Context: an optimization exercise on an open-source flow, tuned for small area, a short achievable clock period and few clock cycles. The choices shown serve that exercise and are no tape-out recipe.
RTL that was checked went through simulation tests only; none was proved equivalent to the original.
Power is estimated from default activity; no workload was simulated.

## task3
module task3(
    input [2:0] opcode,
    output reg done,
    output reg [23:0] out,
    input [7:0] in2,
    input [7:0] in1,
    input [7:0] in0,
    input clk,
    input rst
    );
Size: ~36 flip-flops, about 6000 um^2 of cells after synthesis.
Settings: LEC_CHECK=0, ABC_AREA=1, CAP_MARGIN=20, CORE_MARGIN=2, CORE_UTILIZATION=70, CTS_BUF_LIST=sky130_fd_sc_hd__clkbuf_4 sky130_fd_sc_hd__clkbuf_8, SLEW_MARGIN=20; clock period 12.0 ns.
standard.sh (not shown) runs the stock make flow with config.mk's settings and CLKGATE_MAP_FILE= SYNTH_SCRIPT=/design/flow/synth_recipe.tcl, a recipe that flattens the netlist after the stock synthesis.
==> flow/flow/run.sh <==
#!/bin/bash
set -euo pipefail
cd "$(dirname "$0")/.."
bash standard.sh finish \
  SETUP_SLACK_MARGIN=6.8 \
  "BUFFER_PORTS_ARGS=-buffer_cell sky130_fd_sc_hd__buf_1" \
  > run_standard.log 2>&1
==> next run, changes <==
--- a/flow/design.v
+++ b/flow/design.v
@@ -68,14 +68,12 @@
             4'd14: fz = 11'd1161;
             4'd15: fz = 11'd1333;
         endcase
     endfunction
     reg k1, k2, k3;      
     reg [7:0] areg;      
-    wire op7 = (opcode == 3'd7);
-    wire sub = (opcode == 3'd1);
     wire [7:0] mx = k3 ? out[23:16] : out[7:0];
     wire [7:0] mz = out[15:8] & {8{k3}};
     wire m_1;
     wire m_2;
     wire m_3;
     wire m_4;
@@ -271,26 +269,27 @@
     assign m_96 = (m_50 & m_70) | (m_50 & m_71) | (m_70 & m_71);
     assign m_97 = (mx[6] & areg[7]) ^ (mx[7] & areg[6]) ^ m_72;
     assign m_98 = ((mx[6] & areg[7]) & (mx[7] & areg[6])) | ((mx[6] & areg[7]) & m_72) | ((mx[7] & areg[6]) & m_72);
     wire [15:0] pa = {1'b0, (mx[7] & areg[7]), m_96, m_94, m_92, m_90, m_88, m_86, m_84, m_82, m_80, m_78, m_76, m_74, mz[1], (mx[0] & areg[0])};
     wire [15:0] pb = {1'b0, m_98, m_97, m_95, m_93, m_91, m_89, m_87, m_85, m_83, m_81, m_79, m_77, m_75, m_73, mz[0]};
     wire [15:0] prod = pa + pb;
-    wire [12:0] s0 = op7 ? {2'b0, fx(in0[3:0])} : {5'd0, in0};
-    wire [12:0] s1 = op7 ? ~{3'b0, gy(in1[3:0])} : sub ? {5'h1f, ~in1} : {5'd0, in1};
-    wire [12:0] s2 = op7 ? {2'b0, fz(in2[3:0])} : (opcode == 3'd6) ? {5'd0, in2} : 13'd0;
-    wire [12:0] sum = s0 + s1 + s2 + {12'd0, sub | op7};
+    wire t7 = opcode[2] & opcode[0];         
+    wire [12:0] s0 = t7 ? {2'b0, fx(in0[3:0])} : {5'd0, in0};
+    wire [12:0] s1 = (t7 ? {3'b0, gy(in1[3:0])} : {5'd0, in1}) ^ {13{opcode[0]}};
+    wire [12:0] s2 = opcode[2] ? (opcode[0] ? {2'b0, fz(in2[3:0])} : {5'd0, in2}) : 13'd0;
+    wire [12:0] sum = s0 + s1 + s2 + {12'd0, opcode[0]};
+    wire [23:0] sres = {{5{sum[12] & ~opcode[2]}}, {6{sum[12]}}, sum};
     reg [23:0] res;
     always @* begin
-        case (opcode)
-            3'd0, 3'd6: res = {14'd0, sum[9:0]};
-            3'd1:       res = {{14{sum[9]}}, sum[9:0]};
-            3'd3:       res = {17'd0, in0[7:1]};
-            3'd7:       res = {5'd0, {6{sum[12]}}, sum};
-            default:    res = k1 ? {8'd0, prod} : k2 ? {out[15:8], prod}
-                            : k3 ? {prod, out[7:0]} : {16'd0, opcode[2] ? in0 : in1};
-        endcase
+        if (opcode[2] == opcode[1])          
+            res = sres;
+        else if (opcode == 3'd3)
+            res = {17'd0, in0[7:1]};
+        else                                 
+            res = k1 ? {8'd0, prod} : k2 ? {out[15:8], prod}
+                : k3 ? {prod, out[7:0]} : {16'd0, opcode[2] ? in0 : in1};
     end
     wire mul = (opcode == 3'd2) | (opcode == 3'd4) | (opcode == 3'd5);
     wire last = !mul | ((opcode == 3'd5) ? k3 : k1);
     always @(posedge clk) begin
         areg <= in0;
         if (!rst) begin
Outcome: Design area fell by a few percent; worst setup slack is better by 0.11 ns; clock-buffer cell count stays the same; clock skew increases by 0.0054 ns; register-to-register slack degrades by 0.06 ns; power decreases by a few percent; maximum frequency rises by a few percent; utilization decreases by 2.3 points; synthesized area barely changes; routed wire length falls by a few percent; non-clock buffer count decreases by 7.
Testbench counts after the change, summed over its fixed seeds: cycles 21,090.
For the first run of this note, only the layout was checked, not whether the RTL still works.

==> separate check: timing with driven ports <==
The results above use ideal ports. As a check the final layouts listed here were re-extracted and re-timed, cells and wires unchanged. Step 1: set_driving_cell puts a clkbuf_16 on clk and a buf_2 on each other input, an assumption about the parent block. Step 2 also shifts input and output timing later by t, the mid clock arrival at the registers, as if the neighbouring blocks saw the same clock. a / b / c = ideal / step 1 / step 2; a / b = the first two.
run	t, ns	setup WS [ns]	worst slew at a driven data input, ns
the first run	0.311	6.768 / 6.758 / 6.446	0.04
the second run	0.317	6.875 / 6.880 / 6.563	0.04
After both steps every run listed still meets setup and hold. The setup slack of the first run, which loses most, moves by -0.010 ns with the drivers and by -0.322 ns with both steps.
